This is an optimization exercise on Yosys and OpenROAD, whose aim is small area, not a production implementation. No driver is modelled on the clock port, so clocking that relies on it looks cheaper here than on a real chip. Power and IR drop assume default switching activity.

==> job 825: inputs <==
Design Pong, start of the top module:
module Pong (
    input clock,
    input reset,
    input p1_up,
    input p1_down,
    input p2_up,
    input p2_down,
    input start,
    output out_Hsync,
    output out_Vsync,
    output [3:0] out_Red,
    output [3:0] out_Green,
    output [3:0] out_Blue,
    output [3:0] p1_score,
    output [3:0] p2_score
    );
    wire [9:0] col, row;
    wire tick, d3, running;
    wire [3:0] L;
    wire [4:0] py1, py2, by;
    wire [5:0] bx;
    raster u_r(.clock(clock), .reset(reset), .col(col), .row(row), .out_Hsync(out_Hsync), .out_Vsync(out_Vsync));
    ticker u_t(.clock(clock), .reset(reset), .tick(tick));
    debounce u_d0(.clock(clock), .reset(reset), .tick(tick), .b(p1_up), .L(L[0]));
    debounce u_d1(.clock(clock), .reset(reset), .tick(tick), .b(p1_down), .L(L[1]));
    debounce u_d2(.clock(clock), .reset(reset), .tick(tick), .b(p2_up), .L(L[2]));
    debounce u_d3(.clock(clock), .reset(reset), .tick(tick), .b(p2_down), .L(L[3]));
    paddle u_p1(.clock(clock), .reset(reset), .up(L[0]), .down(L[1]), .py(py1));
    paddle u_p2(.clock(clock), .reset(reset), .up(L[2]), .down(L[3]), .py(py2));
    ball u_b(.clock(clock), .reset(reset), .running(running), .bx(bx), .by(by));
    game u_g(.clock(clock), .reset(reset), .start(start), .bx(bx), .by(by), .py1(py1), .py2(py2),
             .running(running), .p1_score(p1_score), .p2_score(p2_score));
    draw u_dr(.clock(clock), .reset(reset), .col(col), .row(row), .bx(bx), .by(by), .py1(py1), .py2(py2), .d3(d3));
    assign out_Red = {4{d3}};
    assign out_Green = {4{d3}};
    assign out_Blue = {4{d3}};
endmodule
==> module debounce, before the edit <==
module debounce(input clock, input reset, input tick, input b, output reg L);
    reg [3:0] q;
    wire x = b ^ L;
    wire last = (q == 4'b1001);
    wire [3:0] nq = {~q[2:0], q[3] ~^ q[2]};
    always @(posedge clock) begin
        if (reset) begin
            L <= 0;
            q <= 0;
        end else if (tick) begin
            L <= L ^ last;
            q <= x ? (last ? 4'b0000 : nq) : {4{last}};
        end
    end
endmodule
==> module paddle, before the edit <==
module paddle(input clock, input reset, input up, input down, output reg [4:0] py);
    localparam [16:0] LIM = 17'b10001110100001000;
    reg [16:0] pc;
    wire pl = (pc == LIM);
    wire pe = up ^ down;
    always @(posedge clock) begin
        if (reset || (pe && pl)) pc <= 0;
        else if (pe) pc <= {pc[15:0], pc[16] ~^ pc[13]};
    end
    wire m = pl & (up ? (py != 0) : (down & (py != 23)));
    wire [5:0] t;
    assign t[0] = m;
    genvar g;
    generate
        for (g = 0; g < 5; g = g + 1) begin : pad
            assign t[g+1] = t[g] & (py[g] ^ up);
        end
    endgenerate
    always @(posedge clock) begin
        if (reset) py <= 0;
        else py <= py ^ t[4:0];
    end
endmodule
==> flow/config.mk <==
export PLATFORM = sky130hd
export DESIGN_NAME = Pong
export DESIGN_NICKNAME = Pong
export VERILOG_FILES = /design/flow/design.v
export SDC_FILE = /design/flow/constraint.sdc
export NUM_CORES = 4
export LEC_CHECK = 0
export CAP_MARGIN = 0
export CORE_MARGIN = 2
export CORE_UTILIZATION = 65
export PLACE_DENSITY = 0.75
export SLEW_MARGIN = 0
==> flow/constraint.sdc <==
create_clock -name core_clock -period 6.0 [get_ports {clock}]
set_input_delay 1.2000 -clock core_clock [delete_from_list [all_inputs] [get_ports {clock}]]
set_output_delay 1.2000 -clock core_clock [all_outputs]
set_load 0.01 [all_outputs]
standard.sh (not shown) runs the stock make flow with config.mk's settings and CLKGATE_MAP_FILE= SYNTH_SCRIPT=/design/flow/synth_recipe.tcl, a recipe that flattens the netlist after the stock synthesis.
==> flow/flow/run.sh <==
#!/bin/bash
# Layout flow: the standard ORFS flow (standard.sh) with three changes:
#  - synthesis is the standard flow's script with an area-oriented ABC script (area.abc);
#    everything before ABC, and so every register, is the standard one;
#  - the clock tree is built by pre_cts.tcl / mtree.tcl instead of TritonCTS;
#  - ports are buffered with sky130_fd_sc_hd__buf_1.
# Each tool's output goes to the ORFS logs under orfs/logs and to flow_make.log.
set -euo pipefail
HERE=$(pwd)
F=$HERE/flow
sed "s#^source \$::env(SCRIPTS_DIR)/synth_preamble.tcl#&\nset abc_args [lreplace \$abc_args 1 1 $F/area.abc]#" \
    "$FLOW_HOME/scripts/synth.tcl" > "$HERE/synth_body.tcl"
grep -q "area.abc" "$HERE/synth_body.tcl"
sed "s#\$::env(SCRIPTS_DIR)/synth.tcl#$HERE/synth_body.tcl#" synth_recipe.tcl > "$HERE/my_synth.tcl"
grep -q "synth_body.tcl" "$HERE/my_synth.tcl"
sed "s#SYNTH_SCRIPT=[^ ]*#SYNTH_SCRIPT=$HERE/my_synth.tcl#" standard.sh > "$HERE/my_standard.sh"
grep -q "my_synth.tcl" "$HERE/my_standard.sh"
export PRE_CTS_TCL=$F/pre_cts.tcl
export BUFFER_PORTS_ARGS="-buffer_cell sky130_fd_sc_hd__buf_1"
bash "$HERE/my_standard.sh" > "$HERE/flow_make.log" 2>&1
==> flow/flow/area.abc <==
strash
balance -l
resub -K 6 -l
rewrite -l
resub -K 6 -N 2 -l
refactor -l
resub -K 8 -l
balance -l
resub -K 8 -N 2 -l
rewrite -l
resub -K 10 -l
rewrite -z -l
resub -K 10 -N 2 -l
balance -l
resub -K 12 -l
refactor -z -l
resub -K 12 -N 2 -l
rewrite -z -l
balance -l
balance -l
resub -K 6 -l
rewrite -l
resub -K 6 -N 2 -l
refactor -l
resub -K 8 -l
balance -l
resub -K 8 -N 2 -l
rewrite -l
resub -K 10 -l
rewrite -z -l
resub -K 10 -N 2 -l
balance -l
resub -K 12 -l
refactor -z -l
resub -K 12 -N 2 -l
rewrite -z -l
balance -l
dch -f
amap
topo
Other scripts of this flow, unchanged in this note and not shown: flow/flow/mtree.tcl, flow/flow/pre_cts.tcl
==> inputs of job 5714, as changes to job 825 <==
--- a/flow/design.v
+++ b/flow/design.v
@@ -83,4 +83,4 @@
     wire x = b ^ L;
-    wire last = (q == 4'b1001);
-    wire [3:0] nq = {~q[2:0], q[3] ~^ q[2]};
+    wire last = q[3] & q[2];             
+    wire [3:0] qc = {q[2] & q[1] & q[0], q[1] & q[0], q[0], 1'b1};
     always @(posedge clock) begin
@@ -91,3 +91,3 @@
             L <= L ^ last;
-            q <= x ? (last ? 4'b0000 : nq) : {4{last}};
+            q <= x ? (last ? 4'd0 : q ^ qc) : {3'b000, last};
         end
@@ -104,3 +104,4 @@
     end
-    wire m = pl & (up ? (py != 0) : (down & (py != 23)));
+    wire mu = up & (py != 0);
+    wire m = pl & (mu | (down & (py != 23)));
     wire [5:0] t;
@@ -110,3 +111,3 @@
         for (g = 0; g < 5; g = g + 1) begin : pad
-            assign t[g+1] = t[g] & (py[g] ^ up);
+            assign t[g+1] = t[g] & (py[g] ^ mu);
         end
==> flow/flow/run.sh (replaced) <==
#!/bin/bash
# Layout flow: the standard ORFS flow (standard.sh) with these changes:
#  - synthesis is the standard flow's script (synth_recipe.tcl) running ORFS's synth.tcl
#    with an area-oriented ABC script (area.abc) and without Yosys's
#    extract_fa pass, so ABC maps the adder logic too.  Everything up to and
#    including the flip-flop mapping is unchanged, so the registers are the
#    standard synthesis's;
#  - the clock tree is built by pre_cts.tcl / mtree.tcl instead of TritonCTS;
#  - ports are buffered with sky130_fd_sc_hd__buf_1.
# Tool output: ORFS logs under orfs/logs, the make output in flow_make.log.
set -euo pipefail
HERE=$(pwd)
F=$HERE/flow
sed -e "s#^source \$::env(SCRIPTS_DIR)/synth_preamble.tcl#&\nset abc_args [lreplace \$abc_args 1 1 $F/area.abc]#" \
    -e "s#^  extract_fa {\*}\[dont_use_extract_fa_args\]#  \# extract_fa skipped#" \
    "$FLOW_HOME/scripts/synth.tcl" > "$HERE/synth_body.tcl"
grep -q "area.abc" "$HERE/synth_body.tcl"
grep -q "extract_fa skipped" "$HERE/synth_body.tcl"
sed "s#\$::env(SCRIPTS_DIR)/synth.tcl#$HERE/synth_body.tcl#" synth_recipe.tcl > "$HERE/my_synth.tcl"
grep -q "synth_body.tcl" "$HERE/my_synth.tcl"
sed "s#SYNTH_SCRIPT=[^ ]*#SYNTH_SCRIPT=$HERE/my_synth.tcl#" standard.sh > "$HERE/my_standard.sh"
grep -q "my_synth.tcl" "$HERE/my_standard.sh"
export PRE_CTS_TCL=$F/pre_cts.tcl
export BUFFER_PORTS_ARGS="-buffer_cell sky130_fd_sc_hd__buf_1"
bash "$HERE/my_standard.sh" > "$HERE/flow_make.log" 2>&1
==> flow/flow/area.abc (replaced) <==
strash
&get -n
&deepsyn -J 100 -T 240
&put
balance -l
resub -K 6 -l
rewrite -l
resub -K 6 -N 2 -l
refactor -l
resub -K 8 -l
balance -l
resub -K 8 -N 2 -l
rewrite -l
resub -K 10 -l
rewrite -z -l
resub -K 10 -N 2 -l
balance -l
resub -K 12 -l
refactor -z -l
resub -K 12 -N 2 -l
rewrite -z -l
balance -l
dch -f
amap -m -F 4 -A 8 -C 1000
topo
==> run notes <==
status=timing/DRC/antenna clean; Clock power frac=0.283; r2r endpoint=u_r.row[9]; global-route usage over all layers=0.237; worst setup path end=u_r.row[9]; fin crit share=0.504; Power Density=233 nW/um^2; Pwr Total=1380 uW; Critical Path AT=3460 ps; Compound-Gate Fraction of Synth Area=0.246; Biggest Area Class=registers; post-route worst setup slack=2980 ps
Source of the figures above: job 5714

==> run notes <==
status=timing/DRC/antenna clean; Critical Path AT=3840 ps; Clock power frac=0.280; initial core utilization=0.659; Power Density=223 nW/um^2; Pwr Total=1410 uW; r2r endpoint=u_dr.d1; worst setup path end=u_dr.d1; post-route worst setup slack=2610 ps; Compound-Gate Fraction of Synth Area=0.259; Layout Nets=690; Biggest Area Class=multi-input gates
Source of the figures above: job 825

Function was not checked in any run of this note: the RTL went through the layout flow alone.

==> what the ideal ports hide <==
Ports are ideal in the flow. The routed layouts listed here were re-timed in OpenROAD.
Step 1 assumes that a clkbuf_16 drives the clock port and a buf_2 every other input.
Step 2 moves the port delays by t, midway between the first and last clock arrival at a register: inputs arrive t later, outputs are due t later. That takes back most of the time a late clock gives input paths.
a / b / c = ideal / step 1 / step 2; a / b = the first two.
run | shift t [ns] | setup slack, ns | hold slack, ns
job 825 | 0.518 | 2.607 / 2.607 / 2.607 | 0.392 / 0.392 / 0.392
job 5714 | 0.511 | 2.975 / 2.975 / 2.496 | 0.394 / 0.394 / 0.394
After both steps setup and hold are still met in every run listed. The setup slack of job 5714, which loses most, moves by 0.000 ns with the drivers and by -0.479 ns with both steps.
